This is an optimization exercise on Yosys and OpenROAD, whose aim is small area and a short achievable clock period, not a production implementation. At most, simulation tests tie the RTL to the original design; equivalence was not proved. Power and IR drop assume default switching activity.

## oak
// top_level
module top_level (
  input         clk_i,
  input         addsub_i,
  input  [31:0] data_a_i,
                data_b_i,
  output [31:0] result_o
);
==> flow/config.mk <==
export PLATFORM = sky130hd
export DESIGN_NAME = top_level
export DESIGN_NICKNAME = top_level
export VERILOG_FILES = /design/flow/design.v
export SDC_FILE = /design/flow/constraint.sdc
export NUM_CORES = 4
export LEC_CHECK = 0
export ABC_AREA = 1
export CAP_MARGIN = 20
export CORE_MARGIN = 2
export CORE_UTILIZATION = 60
export CTS_BUF_LIST = sky130_fd_sc_hd__clkbuf_8
export SETUP_SLACK_MARGIN = 3.65
export SLEW_MARGIN = 20
==> flow/constraint.sdc <==
create_clock -name core_clock -period 6.0 [get_ports {clk_i}]
set_input_delay 1.2000 -clock core_clock [delete_from_list [all_inputs] [get_ports {clk_i}]]
set_output_delay 1.2000 -clock core_clock [all_outputs]
set_load 0.01 [all_outputs]
standard.sh (not shown) runs the stock make flow with config.mk's settings and CLKGATE_MAP_FILE= SYNTH_SCRIPT=/design/flow/synth_recipe.tcl, a recipe that flattens the netlist after the stock synthesis.
==> flow/flow/run.sh <==
#!/bin/bash
# Standard ORFS layout (the standard.sh), with the port buffers made
# from buf_2 cells instead of the default delay-buffer cells.
export BUFFER_PORTS_ARGS="-buffer_cell sky130_fd_sc_hd__buf_2"
bash standard.sh > standard.log 2>&1
Per the final summary, oak finished and its layout is clean on timing, DRC and antenna.
What pine does differently from oak at the input level:
--- a/flow/design.v
+++ b/flow/design.v
@@ -73,18 +73,31 @@
           pp[i] = pp[i] & pp[((i >> l) << l) - 1];
         end
       end
     end
   end
   assign s0  = p ^ {gg[W-2:0], 1'b0};
   assign s1  = p ^ {gg[W-2:0] | pp[W-2:0], 1'b1};
   assign co0 = gg[W-1];
   assign co1 = gg[W-1] | pp[W-1];
+endmodule
+module align_sticky (
+  input  [22:0] f,
+  input  [4:0]  sh,
+  output        sticky
+);
+  logic [31:0] thermo;
+  logic [22:0] mask;
+  logic        sat;
+  assign sat    = sh >= 5'd25;
+  assign thermo = 32'hFFFF_FFFF << sh;       
+  assign mask   = {~thermo[24:3], ~thermo[2] & ~sat};
+  assign sticky = |(f & mask);
 endmodule
 module top_level (
   input         clk_i,
   input         addsub_i,
   input  [31:0] data_a_i,
                 data_b_i,
   output [31:0] result_o
 );
   logic [7:0]  ea, eb;
@@ -121,42 +134,32 @@
     fb_q1 <= fb;
     sh0_q1 <= dy[0];               
     dab_q1 <= dy[4:1];             
     dba_q1 <= ~dx[4:1];            
     bab_q1 <= bab;                 
     bba_q1 <= bba;                 
   end
   logic [23:0] ly;
   logic [26:0] lv0, al;
-  logic [22:0] smask;
-  logic [31:0] thermo;
   logic        sticky, es;
   assign ly = sw_q1 ? {1'b1, fa_q1} : {1'b1, fb_q1};
   assign es = sa_q1 ^ sb_q1;
   logic [4:0] sh;
   logic       big;
   assign big = gt_q1 ? bab_q1 : bba_q1;
   assign sh  = {gt_q1 ? dab_q1 : dba_q1, sh0_q1} | {5{big}};
   assign lv0 = sh[0] ? {1'b0, ly, 2'b00} : {ly, 3'b000};
   assign al  = lv0 >> {sh[4:1], 1'b0};
-  logic sat, sat_ab, sat_ba;
-  logic [4:0]  sh_ab, sh_ba;
-  logic [31:0] th_ab, th_ba;
-  assign sh_ab  = {dab_q1, sh0_q1} | {5{bab_q1}};
-  assign sh_ba  = {dba_q1, sh0_q1} | {5{bba_q1}};
-  assign sat    = sh >= 5'd25;
-  assign sat_ab = sh_ab >= 5'd25;
-  assign sat_ba = sh_ba >= 5'd25;
-  assign th_ab  = 32'hFFFF_FFFF << sh_ab;    
-  assign th_ba  = 32'hFFFF_FFFF << sh_ba;
-  assign thermo = gt_q1 ? th_ab : th_ba;
-  assign smask  = {~thermo[24:3], ~thermo[2] & ~(gt_q1 ? sat_ab : sat_ba)};
-  assign sticky = |(ly[22:0] & smask);
+  logic sat, st_b, st_a;
+  assign sat = sh >= 5'd25;
+  align_sticky u_stb (.f(fb_q1), .sh({dab_q1, sh0_q1} | {5{bab_q1}}), .sticky(st_b));
+  align_sticky u_sta (.f(fa_q1), .sh({dba_q1, sh0_q1} | {5{bba_q1}}), .sticky(st_a));
+  assign sticky = gt_q1 ? st_b : st_a;
   logic        hs_q2, es_q2;
   logic [7:0]  he_q2;
   logic [22:0] hf_q2;
   logic [26:0] lo_q2;
   always_ff @(posedge clk_i) begin
     hs_q2 <= nsw_q1 ? sa_q1 : sb_q1;
     es_q2 <= es;
     he_q2 <= nsw_q1 ? ea_q1 : eb_q1;   
     hf_q2 <= nsw_q1 ? fa_q1 : fb_q1;
## What came out
- oak has a lower sum of internal, switching and leakage power than pine.
- Of the two values seen for capture point of the critical path, s_q3[23] was produced by oak and c_q3 by pine.
- Width of the die (pine vs. oak) increases slightly
- Against oak, worst setup margin in pine came out better.
- Initial standard-cell utilization of the core is lower on oak
- Looking at relative max-transition margin, pine sits 3.6 points above oak.
- pine: PASS, flow complete, no timing, DRC or antenna violations
- Final-layout clock-cell area share delta (pine -> oak): insignificant
- pine and oak ended up with nearly the same proportion of power drawn by combinational gates.
- Final area was higher in the run labelled pine.
- Comparing layout buffering overhead excluding clock cells for pine and oak, the bigger number came from oak.
- The lower via count came out of oak.
- Fraction of area in registers sits lower in pine than in oak.
- pine against oak: area after synthesis has increased, setup slack at placement saw a decrease.
Only the layout flow was run in pine; the RTL was not checked for function there.

========
11-02:
top_level, a different RTL version from the one above (not shown whole).
Size: about 1700 cells after synthesis, about 98 I/O pins, ~13000 µm² of cells after synthesis.
// top_level
module top_level (
  input         clk_i,
  input         addsub_i,
  input  [31:0] data_a_i,
                data_b_i,
  output [31:0] result_o
);
==> module top_level, before the edit <==
module top_level (
  input         clk_i,
  input         addsub_i,
  input  [31:0] data_a_i,
                data_b_i,
  output [31:0] result_o
);
  logic [7:0]  ea, eb;
  logic [22:0] fa, fb;
  logic        co_ab, co_ba, co_f;
  assign ea = data_a_i[30:23];
  assign eb = data_b_i[30:23];
  assign fa = data_a_i[22:0];
  assign fb = data_b_i[22:0];
  logic [7:0] dx, dy;    
  pfx_add2 #(.W(8))  u_dexp (.a(ea), .b(~eb), .s0(dx), .s1(dy), .co0(co_ab), .co1(co_ba));
  pfx_cout #(.W(31)) u_flt  (.a(data_a_i[30:0]), .b(~data_b_i[30:0]), .ci(1'b1), .co(co_f));
  logic       bl_ab, bl_ba, bab, bba;
  logic [2:0] eah, ebh;
  assign eah   = ea[7:5];
  assign ebh   = eb[7:5];
  assign bl_ab = ea[4:0] < eb[4:0];
  assign bl_ba = eb[4:0] < ea[4:0];
  assign bab   = bl_ab ? ({1'b0, eah} >= {1'b0, ebh} + 4'd2) : (eah > ebh);
  assign bba   = bl_ba ? ({1'b0, ebh} >= {1'b0, eah} + 4'd2) : (ebh > eah);
  logic        sa_q1, sb_q1, sw_q1, nsw_q1, gt_q1, sh0_q1, bab_q1, bba_q1;
  logic [7:0]  ea_q1, eb_q1;
  logic [22:0] fa_q1, fb_q1;
  logic [4:1]  dab_q1, dba_q1;
  always_ff @(posedge clk_i) begin
    sa_q1 <= data_a_i[31];
    sb_q1 <= data_b_i[31] ^ addsub_i;
    sw_q1  <= ~co_f;               
    nsw_q1 <= co_f;                
    gt_q1  <= co_ab;               
    ea_q1 <= ea;
    eb_q1 <= eb;
    fa_q1 <= fa;
    fb_q1 <= fb;
    sh0_q1 <= dy[0];               
    dab_q1 <= dy[4:1];             
    dba_q1 <= ~dx[4:1];            
    bab_q1 <= bab;                 
    bba_q1 <= bba;                 
  end
  logic [23:0] ly;
  logic [26:0] lv0, al;
  logic [22:0] smask;
  logic [31:0] thermo;
  logic        sticky, es;
  assign ly = sw_q1 ? {1'b1, fa_q1} : {1'b1, fb_q1};
  assign es = sa_q1 ^ sb_q1;
  logic [4:0] sh;
  logic       big;
  assign big = gt_q1 ? bab_q1 : bba_q1;
  assign sh  = {gt_q1 ? dab_q1 : dba_q1, sh0_q1} | {5{big}};
  assign lv0 = sh[0] ? {1'b0, ly, 2'b00} : {ly, 3'b000};
  assign al  = lv0 >> {sh[4:1], 1'b0};
  logic sat;
  assign sat    = sh >= 5'd25;
  assign thermo = 32'hFFFF_FFFF << sh;       
  assign smask  = {~thermo[24:3], ~thermo[2] & ~sat};
  assign sticky = |(ly[22:0] & smask);
  logic        hs_q2, es_q2;
  logic [7:0]  he_q2;
  logic [22:0] hf_q2;
  logic [26:0] lo_q2;
  always_ff @(posedge clk_i) begin
    hs_q2 <= nsw_q1 ? sa_q1 : sb_q1;
    es_q2 <= es;
    he_q2 <= nsw_q1 ? ea_q1 : eb_q1;   
    hf_q2 <= nsw_q1 ? fa_q1 : fb_q1;
    lo_q2 <= {al[26:2], al[1] | sat, sticky} ^ {27{es}};    
  end
  logic [26:0] opa;
  logic [27:0] sum;
  logic        add_co;
  logic [26:0] t, z, f;
  logic [4:0]  lz;
  logic [2:0]  inc;
  assign opa = {1'b1, hf_q2, 3'b000};
  pfx_add #(.W(27)) u_add (.a(opa), .b(lo_q2), .ci(es_q2),
                           .sum(sum[26:0]), .co(add_co));
  assign sum[27] = add_co ^ es_q2;
  assign t = ~(opa ^ lo_q2);
  assign z = ~(opa | lo_q2);
  assign f = t & ~{z[25:0], 1'b0};
  logic [4:0] lzr;
  always_comb begin
    lzr = 5'd0;
    for (int i = 2; i < 27; i++)
      if (f[i]) lzr = 5'(27 - i);
  end
  assign lz = es_q2 ? lzr : 5'd0;
  assign inc[0] = sum[3] & (|sum[2:0] | sum[4]);
  assign inc[1] = sum[2] & (|sum[1:0] | sum[3]);
  assign inc[2] = sum[1] & (sum[0] | sum[2]);
  logic        hs_q3, c_q3;
  logic [7:0]  he_q3;
  logic [26:2] s_q3;
  logic [4:0]  lz_q3;
  logic [2:0]  inc_q3;
  always_ff @(posedge clk_i) begin
    hs_q3  <= hs_q2;
    he_q3  <= he_q2;
    c_q3   <= sum[27];
    s_q3   <= sum[26:2];
    lz_q3  <= lz;
    inc_q3 <= inc;
  end
  logic        far, finc;
  logic [1:0]  kf;
  logic [4:0]  k;
  logic [25:0] v;
  logic [50:0] vs;
  logic [24:0] m;
  logic [7:0]  e;
  assign far = c_q3 | s_q3[26] | s_q3[25];
  assign kf  = c_q3 ? 2'd0 : (s_q3[26] ? 2'd1 : 2'd2);
  logic [50:0] vh;
  assign k   = {lz_q3[4:2], far ? kf : lz_q3[1:0]};
  assign v   = {c_q3, s_q3[26:2]};
  assign vh  = {25'd0, v} << {k[4:2], 2'b00};
  assign vs  = vh << k[1:0];
  assign m   = (~far & (lz_q3 == 5'd0)) ? {1'b1, 24'd0} : vs[25:1];
  logic [7:0] ef, en;
  assign ef  = c_q3 ? he_q3 + 8'd1 : (s_q3[26] ? he_q3 : he_q3 - 8'd1);
  assign en  = he_q3 + 8'd1 - {3'd0, lz_q3};
  assign e   = far ? ef : en;    
  always_comb begin
    if (c_q3)          finc = inc_q3[0];
    else if (s_q3[26]) finc = inc_q3[1];
    else               finc = inc_q3[2];
  end
  logic        hs_q4, i_q4;
  logic [7:0]  e_q4;
  logic [24:0] m_q4;
  always_ff @(posedge clk_i) begin
    hs_q4 <= hs_q3;
    i_q4  <= far & finc;
    e_q4  <= e;
    m_q4  <= m;
  end
  logic [22:0] fr, fpre;
  logic        fall1;
  logic [7:0]  e_p1, e_m1;
  logic [30:0] res;
  always_comb begin
    fpre = m_q4[23:1];
    for (int l = 0; (1 << l) < 23; l++)
      for (int i = 22; i >= 0; i--)
        if ((i >> l) & 1)
          fpre[i] = fpre[i] & fpre[((i >> l) << l) - 1];
  end
  assign fr    = m_q4[23:1] ^ ({fpre[21:0], 1'b1} & {23{i_q4}});
  assign fall1 = fpre[22] & i_q4;
  assign e_p1  = e_q4 + 8'd1;
  assign e_m1  = e_q4 - 8'd1;
  assign res = m_q4[24] ? {fall1 ? e_p1 : e_q4, fr}
                        : {e_m1, m_q4[22:0]};
  logic [31:0] res_q;
  always_ff @(posedge clk_i) res_q <= {hs_q4, res};
  assign result_o = res_q;
endmodule
==> flow/config.mk <==
export PLATFORM = sky130hd
export DESIGN_NAME = top_level
export DESIGN_NICKNAME = top_level
export VERILOG_FILES = /design/flow/design.v
export SDC_FILE = /design/flow/constraint.sdc
export NUM_CORES = 4
export LEC_CHECK = 0
export ABC_AREA = 1
export CAP_MARGIN = 20
export CORE_MARGIN = 2
export CORE_UTILIZATION = 60
export CTS_BUF_LIST = sky130_fd_sc_hd__clkbuf_8
export SETUP_SLACK_MARGIN = 3.55
export SLEW_MARGIN = 20
==> flow/constraint.sdc <==
create_clock -name core_clock -period 6.0 [get_ports {clk_i}]
set_input_delay 1.2000 -clock core_clock [delete_from_list [all_inputs] [get_ports {clk_i}]]
set_output_delay 1.2000 -clock core_clock [all_outputs]
set_load 0.01 [all_outputs]
Scripts as last shown in full above: flow/flow/run.sh
The flow did not stop early for 11-02: all stages ran, and the layout cleared the timing, DRC and antenna checks.
### 11-02 -> 03-13
==> flow/design.v, changed modules only <==
module top_level (
  input         clk_i,
  input         addsub_i,
  input  [31:0] data_a_i,
                data_b_i,
  output [31:0] result_o
);
  logic [7:0]  ea, eb;
  logic [22:0] fa, fb;
  logic        co_ab, co_ba, co_f;
  assign ea = data_a_i[30:23];
  assign eb = data_b_i[30:23];
  assign fa = data_a_i[22:0];
  assign fb = data_b_i[22:0];
  logic [7:0] dx, dy;    
  pfx_add2 #(.W(8))  u_dexp (.a(ea), .b(~eb), .s0(dx), .s1(dy), .co0(co_ab), .co1(co_ba));
  pfx_cout #(.W(31)) u_flt  (.a(data_a_i[30:0]), .b(~data_b_i[30:0]), .ci(1'b1), .co(co_f));
  logic        sa_q1, sb_q1, sw_q1, nsw_q1, gt_q1, sh0_q1, bab_q1, bba_q1;
  logic [7:0]  ea_q1, eb_q1;
  logic [22:0] fa_q1, fb_q1;
  logic [4:1]  dab_q1, dba_q1;
  always_ff @(posedge clk_i) begin
    sa_q1 <= data_a_i[31];
    sb_q1 <= data_b_i[31] ^ addsub_i;
    sw_q1  <= ~co_f;               
    nsw_q1 <= co_f;                
    gt_q1  <= co_ab;               
    ea_q1 <= ea;
    eb_q1 <= eb;
    fa_q1 <= fa;
    fb_q1 <= fb;
    sh0_q1 <= dy[0];               
    dab_q1 <= dy[4:1];             
    dba_q1 <= ~dx[4:1];            
    bab_q1 <= |dy[7:5];            
    bba_q1 <= ~&dx[7:5];           
  end
  logic [23:0] ly;
  logic [26:0] lv0, al;
  logic [22:0] smask;
  logic [31:0] thermo;
  logic        sticky, es;
  assign ly = sw_q1 ? {1'b1, fa_q1} : {1'b1, fb_q1};
  assign es = sa_q1 ^ sb_q1;
  logic [4:0] sh;
  logic       big;
  assign big = gt_q1 ? bab_q1 : bba_q1;
  assign sh  = {gt_q1 ? dab_q1 : dba_q1, sh0_q1} | {5{big}};
  assign lv0 = sh[0] ? {1'b0, ly, 2'b00} : {ly, 3'b000};
  assign al  = lv0 >> {sh[4:1], 1'b0};
  logic sat;
  assign sat    = sh >= 5'd25;
  assign thermo = 32'hFFFF_FFFF << sh;       
  assign smask  = {~thermo[24:3], ~thermo[2] & ~sat};
  assign sticky = |(ly[22:0] & smask);
  logic        hs_q2, es_q2;
  logic [7:0]  he_q2;
  logic [22:0] hf_q2;
  logic [26:0] lo_q2;
  always_ff @(posedge clk_i) begin
    hs_q2 <= nsw_q1 ? sa_q1 : sb_q1;
    es_q2 <= es;
    he_q2 <= nsw_q1 ? ea_q1 : eb_q1;   
    hf_q2 <= nsw_q1 ? fa_q1 : fb_q1;
    lo_q2 <= {al[26:2], al[1] | sat, sticky} ^ {27{es}};    
  end
  logic [26:0] opa;
  logic [27:0] sum;
  logic        add_co;
  logic [26:0] t, z, f;
  logic [4:0]  lz;
  logic [2:0]  inc;
  assign opa = {1'b1, hf_q2, 3'b000};
  pfx_add #(.W(27)) u_add (.a(opa), .b(lo_q2), .ci(es_q2),
                           .sum(sum[26:0]), .co(add_co));
  assign sum[27] = add_co ^ es_q2;
  assign t = ~(opa ^ lo_q2);
  assign z = ~(opa | lo_q2);
  assign f = t & ~{z[25:0], 1'b0};
  always_comb begin
    lz = 5'd0;
    for (int i = 2; i < 26; i++)
      if (f[i]) lz = 5'(27 - i);
  end
  assign inc[0] = sum[3] & (|sum[2:0] | sum[4]);
  assign inc[1] = sum[2] & (|sum[1:0] | sum[3]);
  assign inc[2] = sum[1] & (sum[0] | sum[2]);
  logic        hs_q3, c_q3;
  logic [7:0]  he_q3;
  logic [26:2] s_q3;
  logic [4:0]  lz_q3;
  logic [2:0]  inc_q3;
  always_ff @(posedge clk_i) begin
    hs_q3  <= hs_q2;
    he_q3  <= he_q2;
    c_q3   <= sum[27];
    s_q3   <= sum[26:2];
    lz_q3  <= lz;
    inc_q3 <= inc;
  end
  logic        far, finc;
  logic [1:0]  kf;
  logic [4:0]  k;
  logic [25:0] v;
  logic [50:0] vs;
  logic [24:0] m;
  logic [7:0]  e;
  assign far = c_q3 | s_q3[26] | s_q3[25];
  assign kf  = c_q3 ? 2'd0 : (s_q3[26] ? 2'd1 : 2'd2);
  assign k   = far ? {3'd0, kf} : lz_q3;
  assign v   = {c_q3, s_q3[26:2]};
  assign vs  = {25'd0, v} << k;
  assign m   = (~far & (lz_q3 == 5'd0)) ? {1'b1, 24'd0} : vs[25:1];
  logic [7:0] ef, en;
  assign ef  = c_q3 ? he_q3 + 8'd1 : (s_q3[26] ? he_q3 : he_q3 - 8'd1);
  assign en  = he_q3 + 8'd1 - {3'd0, lz_q3};
  assign e   = far ? ef : en;    
  always_comb begin
    if (c_q3)          finc = inc_q3[0];
    else if (s_q3[26]) finc = inc_q3[1];
    else               finc = inc_q3[2];
  end
  logic        hs_q4, i_q4;
  logic [7:0]  e_q4;
  logic [24:0] m_q4;
  always_ff @(posedge clk_i) begin
    hs_q4 <= hs_q3;
    i_q4  <= far & finc;
    e_q4  <= e;
    m_q4  <= m;
  end
  logic [22:0] fr, fpre;
  logic        fall1;
  logic [7:0]  e_p1, e_m1;
  logic [30:0] res;
  always_comb begin
    fpre = m_q4[23:1];
    for (int l = 0; (1 << l) < 23; l++)
      for (int i = 22; i >= 0; i--)
        if ((i >> l) & 1)
          fpre[i] = fpre[i] & fpre[((i >> l) << l) - 1];
  end
  assign fr    = m_q4[23:1] ^ ({fpre[21:0], 1'b1} & {23{i_q4}});
  assign fall1 = fpre[22] & i_q4;
  assign e_p1  = e_q4 + 8'd1;
  assign e_m1  = e_q4 - 8'd1;
  assign res = m_q4[24] ? {fall1 ? e_p1 : e_q4, fr}
                        : {e_m1, m_q4[22:0]};
  logic [31:0] res_q;
  always_ff @(posedge clk_i) res_q <= {hs_q4, res};
  assign result_o = res_q;
endmodule
==> notes.md <==
Hold slack delta (11-02 -> 03-13): insignificant
Height of the chip (03-13 vs. 11-02) increases slightly
Cell area down about 0.4% in 03-13 wrt 11-02
Compared with 11-02, 03-13 shows a lower violation count after the first detailed-routing iteration.
Worst setup slack is lower on 11-02
03-13 vs 11-02 — cell count after synthesis rose about 2.5%.
For 11-02, only the layout was checked, not whether the RTL still works.

-- port drivers added, routing unchanged --
Ports are ideal in the flow. The routed layouts listed here were re-timed in OpenROAD. Step 1 (the two cells are an assumption about what drives the block):
set clk [get_ports {clk_i}]
set_driving_cell -lib_cell sky130_fd_sc_hd__clkbuf_16 $clk
set_driving_cell -lib_cell sky130_fd_sc_hd__buf_2 [delete_from_list [all_inputs] $clk]
Step 2 moves the port delays by t, midway between the first and last clock arrival at a register: inputs arrive t later, outputs are due t later. That takes back most of the time a late clock gives input paths. Slacks: ideal / step 1 / step 2; pairs: ideal / step 1.
| run | t (ns) | setup WS [ns] | worst data-port slew with drivers (ns) |
|---|---|---|---|
| oak | 0.569 | 3.632 / 3.632 / 3.204 | 0.04 |
| pine | 0.587 | 3.677 / 3.677 / 3.181 | 0.05 |
| 11-02 | 0.585 | 3.573 / 3.573 / 3.087 | 0.03 |
| 03-13 | 0.581 | 3.578 / 3.590 / 3.009 | 0.04 |
After both steps every run listed still meets setup and hold. The setup slack of 03-13, which loses most, moves by +0.012 ns with the drivers and by -0.569 ns with both steps.
